Source: an optimization exercise on an open RTL-to-GDS flow (aim: small area, a short achievable clock period and few clock cycles). Production flows keep margins and buffers that such runs may drop.
RTL that was checked went through simulation tests only; none was proved equivalent to the original.

==> inputs of build 45 <==
// scr1_pipe_ialu
module scr1_pipe_ialu (
    input   logic                           clk,
    input   logic                           rst_n,
    input   logic                           exu2ialu_rvm_cmd_vd_i,
    output  logic                           ialu2exu_rvm_res_rdy_o,
    input   logic [32-1:0]          exu2ialu_main_op1_i,
    input   logic [32-1:0]          exu2ialu_main_op2_i,
    input   logic [SCR1_IALU_CMD_WIDTH_E-1:0] exu2ialu_cmd_i,
    output  logic [32-1:0]          ialu2exu_main_res_o,
    output  logic                           ialu2exu_cmp_res_o,
    input   logic [32-1:0]          exu2ialu_addr_op1_i,
    input   logic [32-1:0]          exu2ialu_addr_op2_i,
    output  logic [32-1:0]          ialu2exu_addr_res_o
);
Settings: LEC_CHECK=0, ABC_AREA=1, CAP_MARGIN=20, CORE_MARGIN=2, CORE_UTILIZATION=40, SETUP_SLACK_MARGIN=5, SLEW_MARGIN=20; clock period 16.5 ns.
run.sh (not shown) runs the stock make flow with config.mk's settings and CLKGATE_MAP_FILE= SYNTH_SCRIPT=/design/flow/synth_recipe.tcl, a recipe that flattens the netlist after the stock synthesis.
==> build 56 (differences from build 45) <==
--- a/flow/design.v
+++ b/flow/design.v
@@ -192,17 +192,17 @@
 assign mul_b_sgn = (cmd == SCR1_IALU_CMD_MULH);
 assign div_sgn   = (cmd == SCR1_IALU_CMD_DIV) | (cmd == SCR1_IALU_CMD_REM);
 assign div_rem   = (cmd == SCR1_IALU_CMD_REM) | (cmd == SCR1_IALU_CMD_REMU);
 assign ialu2exu_addr_res_o = exu2ialu_addr_op1_i + exu2ialu_addr_op2_i;
 logic        sum_sub;
 logic [32:0] sum_res;
 logic        cmp_lt, cmp_ltu, cmp_eq;
 assign sum_sub = (cmd != SCR1_IALU_CMD_ADD);
-assign sum_res = {1'b0, a} + {1'b0, b ^ {32{sum_sub}}} + {32'd0, sum_sub};
+assign sum_res = 33'(({1'b0, a, 1'b1} + {1'b0, b ^ {32{sum_sub}}, sum_sub}) >> 1);
 assign cmp_ltu = ~sum_res[32];
 assign cmp_lt  = (a[31] ^ b[31]) ? a[31] : sum_res[31];
 assign cmp_eq  = (a == b);
 logic        busy_ff;            
 logic [3:0]  cnt_ff, cnt_next;   
 logic [31:0] hi_ff, hi_next;     
 logic [32:0] lo_ff, lo_next;     
 logic [31:0] dvs_ff;             
@@ -280,74 +280,139 @@
     if (div_m[2]) v = {12'd0, v[64:12]};
     if (div_m[3]) v = {24'd0, v[64:24]};
     nrm_hi = v[64:33];
     nrm_lo = v[32:0];
 end
 logic [31:0] div_r_next;
 logic [32:0] div_q_next;
 logic [31:0] div_res;
+function automatic logic [34:0] bk_add34(input logic [33:0] x, input logic [33:0] y, input logic ci);
+    logic [33:0] g, p, h;
+    g = x & y;
+    h = x ^ y;
+    p = h;
+    g[0] = g[0] | (p[0] & ci);
+    for (int d = 1; d < 34; d = d * 2)
+        for (int i = 2 * d - 1; i < 34; i = i + 2 * d) begin
+            g[i] = g[i] | (p[i] & g[i - d]);
+            p[i] = p[i] & p[i - d];
+        end
+    for (int d = 16; d >= 1; d = d / 2)
+        for (int i = 3 * d - 1; i < 34; i = i + 2 * d) begin
+            g[i] = g[i] | (p[i] & g[i - d]);
+            p[i] = p[i] & p[i - d];
+        end
+    bk_add34 = {g[33], h ^ {g[32:0], ci}};
+endfunction
 always_comb begin
     logic [32:0] t;
     logic [33:0] d;
     logic [31:0] r;
     logic [32:0] q;
     r = hi_ff[31:0];
     q = lo_ff;
     for (int i = 0; i < 3; i++) begin
         t = {r, q[32]};
-        d = {1'b0, t} + {2'b11, dvs_ff} + {33'd0, dvs_ci_ff};
+        d = 34'(bk_add34({1'b0, t}, {2'b11, dvs_ff}, dvs_ci_ff));
         r = d[33] ? t[31:0] : d[31:0];
         q = {q[31:0], ~d[33]};
     end
     div_r_next = r;
     div_q_next = q;
 end
 assign neg_in = ~busy_ff ? a : div_rem ? div_r_next : div_q_next[31:0];
 assign neg_en = ~busy_ff ? div_a_neg : div_rem ? neg_r_ff : neg_q_ff;
 assign div_res = busy_ff ? neg_out : div_rem ? a : {32{div_b_zero}};
 logic [31:0] mul_res;
 logic [63:0] mul_acc_next;
 logic [1:0]  mul_ny;             
 logic        mul_swap;
 logic [31:0] mul_x, mul_y;
-logic [31:0] mul_y_ff;
+logic [8:0]  mul_c_next;
+logic [8:0]  mul_c_ff;           
 logic        mul_sx_ff, mul_sy_ff, mul_first_ff;
 function automatic logic [1:0] sig_bytes(input logic [31:0] y, input logic sgn);
     logic s;
     logic [3:0] ext;             
     s = sgn & y[31];
     for (int i = 1; i < 4; i++)
         ext[i] = (y[8*i +: 8] == {8{s}}) & (~sgn | (y[8*i-1] == s));
     ext[0] = 1'b0;
     if      (~ext[3])           sig_bytes = 2'd3;
     else if (~ext[2])           sig_bytes = 2'd2;
     else if (~ext[1])           sig_bytes = 2'd1;
     else                        sig_bytes = 2'd0;
 endfunction
 always_comb begin
+    logic [1:0] idx;
+    idx = busy_ff ? 2'(cnt_ff - 4'd1) : mul_ny;
+    mul_c_next = {mul_y[8*idx +: 8], (idx == 2'd0) ? 1'b0 : mul_y[8*idx - 1]};
+end
+always_comb begin
     logic [1:0] ny_a, ny_b;
     ny_a     = sig_bytes(a, mul_a_sgn);
     ny_b     = sig_bytes(b, mul_b_sgn);
     mul_swap = (ny_a < ny_b);
     mul_x    = mul_swap ? b : a;
     mul_y    = mul_swap ? a : b;
     mul_ny   = mul_swap ? ny_a : ny_b;
 end
+function automatic logic [63:0] bk_add64(input logic [63:0] x, input logic [63:0] y);
+    logic [63:0] g, p, h;
+    g = x & y;
+    h = x ^ y;
+    p = h;
+    for (int d = 1; d < 64; d = d * 2)
+        for (int i = 2 * d - 1; i < 64; i = i + 2 * d) begin
+            g[i] = g[i] | (p[i] & g[i - d]);
+            p[i] = p[i] & p[i - d];
+        end
+    for (int d = 16; d >= 1; d = d / 2)
+        for (int i = 3 * d - 1; i < 64; i = i + 2 * d) begin
+            g[i] = g[i] | (p[i] & g[i - d]);
+            p[i] = p[i] & p[i - d];
+        end
+    bk_add64 = h ^ {g[62:0], 1'b0};
+endfunction
+function automatic logic [127:0] csa64(input logic [63:0] x, input logic [63:0] y, input logic [63:0] z);
+    csa64 = {x ^ y ^ z, ((x & y) | (x & z) | (y & z)) << 1};
+endfunction
 always_comb begin
-    logic        cy;
-    logic [7:0]  c;
-    logic [63:0] accrow, sxrow;
-    c  = mul_y_ff[8*cnt_ff[1:0] +: 8];
-    cy = mul_first_ff & mul_sy_ff & c[7];         
-    accrow = mul_first_ff ? {24'hFF_FFFF, ~(dvs_ff & {32{cy}}), 8'd0} + 64'h100
+    logic [32:0] xs;             
+    logic [8:0]  ce;             
+    logic        u;
+    logic [63:0] accrow, negs;
+    logic [63:0] br [4];
+    logic [63:0] s1, c1, s2, c2, s3, c3, s4, c4, s5, c5;
+    xs   = {mul_sx_ff, dvs_ff};
+    ce   = mul_c_ff;
+    u    = mul_first_ff & ~mul_sy_ff & ce[8];
+    negs = '0;
+    for (int j = 0; j < 4; j++) begin
+        logic [2:0]  t;
+        logic        neg, one, two;
+        logic [33:0] m, r;
+        t   = ce[2*j +: 3];
+        neg = t[2] & ~(t[1] & t[0]);
+        one = t[1] ^ t[0];
+        two = t[2] ? (~t[1] & ~t[0]) : (t[1] & t[0]);
+        m   = ({34{one}} & {xs[32], xs}) | ({34{two}} & {xs, 1'b0});
+        r   = m ^ {34{neg}};
+        br[j] = {30'd0, ~r[33], r[32:0]} << (2 * j);
+        negs[2*j] = neg;
+    end
+    accrow = mul_first_ff ? ({{31{u & xs[32]}}, xs & {33{u}}} << 8)
                           : {hi_ff[23:0], lo_ff[31:0], 8'd0};
-    sxrow  = {24'hFF_FFFF, ~(c & {8{mul_sx_ff}}), 32'd0} + 64'h1_0000_0000
-           + {23'd0, mul_sx_ff & cy, 40'd0};
-    mul_acc_next = accrow + sxrow + {32'd0, dvs_ff} * {56'd0, c};
+    {s1, c1} = csa64(accrow, br[0], br[1]);
+    {s2, c2} = csa64(br[2], br[3], negs);
+    {s3, c3} = csa64(s1, c1, s2);
+    {s4, c4} = csa64(s3, c3, c2);
+    {s5, c5} = csa64(s4, c4, 64'hFFFF_FF56_0000_0000);
+    mul_acc_next = bk_add64(s5, c5);
 end
 assign mul_res = mul_hi ? mul_acc_next[63:32] : mul_acc_next[31:0];
 assign mdu_rdy = busy_ff ? cnt_zero : (cmd_div & div_imm);
 assign mdu_res = cmd_mul ? mul_res : div_res;
 always_comb begin
     if (busy_ff)      cnt_next = cnt_ff - 4'd1;
     else if (cmd_mul) cnt_next = {2'd0, mul_ny};
     else              cnt_next = div_m - 4'd1;
@@ -361,17 +426,17 @@
     else        busy_ff <= exu2ialu_rvm_cmd_vd_i & cmd_mdu & ~mdu_rdy;
 end
 always_ff @(posedge clk) begin
     cnt_ff    <= cnt_next;
     hi_ff     <= hi_next;
     lo_ff     <= lo_next;
     dvs_ff    <= cmd_mul ? mul_x : (b ^ {32{~div_b_neg}});
     dvs_ci_ff <= ~div_b_neg;
-    mul_y_ff  <= mul_y;
+    mul_c_ff  <= mul_c_next;
     mul_sx_ff <= mul_swap ? (mul_b_sgn & b[31]) : (mul_a_sgn & a[31]);
     mul_sy_ff <= mul_swap ? mul_a_sgn : mul_b_sgn;
     mul_first_ff <= ~busy_ff;
     neg_q_ff  <= div_a_neg ^ div_b_neg;
     neg_r_ff  <= div_a_neg;
 end
 always_comb begin
     ialu2exu_main_res_o    = '0;
==> qor summary <==
| quantity | build 45 | build 56 |
|---|---|---|
| Outcome | finished clean | finished clean |
| Adder and majority gate portion of the synthesized area | 0.2276 | 0.2458 |
| Area of the die | 0.1049 sq mm | 0.08776 sq mm |
| Measured slew at the worst slew-check pin | 1.010 ns | 1.202 ns |
| Number of buffers other than clock buffers in the final layout | 577 | 563 |
| Warning count from the yosys run | 1 | 2 |
| Number of antenna violations at the first check in global routing | 9 | 10 |
| Setup slack after layout | 4.402 ns | 4.506 ns |
| Via count of the routed design | 51,520 | 42,560 |
| Worst setup slack before clock tree synthesis | 2.435 ns | 2.439 ns |
| Library cells used by synthesis | 71 | 70 |
| Arrival time at the worst endpoint | 8.80 ns | 8.69 ns |
Testbench counts of build 56, summed over its fixed seeds: cycles 38,987.
The RTL of build 45 was laid out without a check of its function.

what the ideal ports hide:
How much do the figures lean on ideal ports? The routed layouts below were timed once more, with nothing changed but the port constraints.
Step 1: set_driving_cell puts a clkbuf_16 on clk and a buf_2 on each other input, an assumption about the parent block.
Step 2 moves the port delays by t, midway between the first and last clock arrival at a register: inputs arrive t later, outputs are due t later. That takes back most of the time a late clock gives input paths.
Three values: ideal, step 1, step 2; two values: the first two.
run	t, ns	setup slack, ns	worst setup path at the end	worst register clock-pin slew, ns	worst data-port slew with drivers (ns)
build 45	0.536	4.402 / 4.330 / 4.741	input to register	0.08 / 0.08	0.05
build 56	0.536	4.506 / 4.437 / 4.707	register to register	0.07 / 0.07	0.06
After both steps every run listed still meets setup and hold.
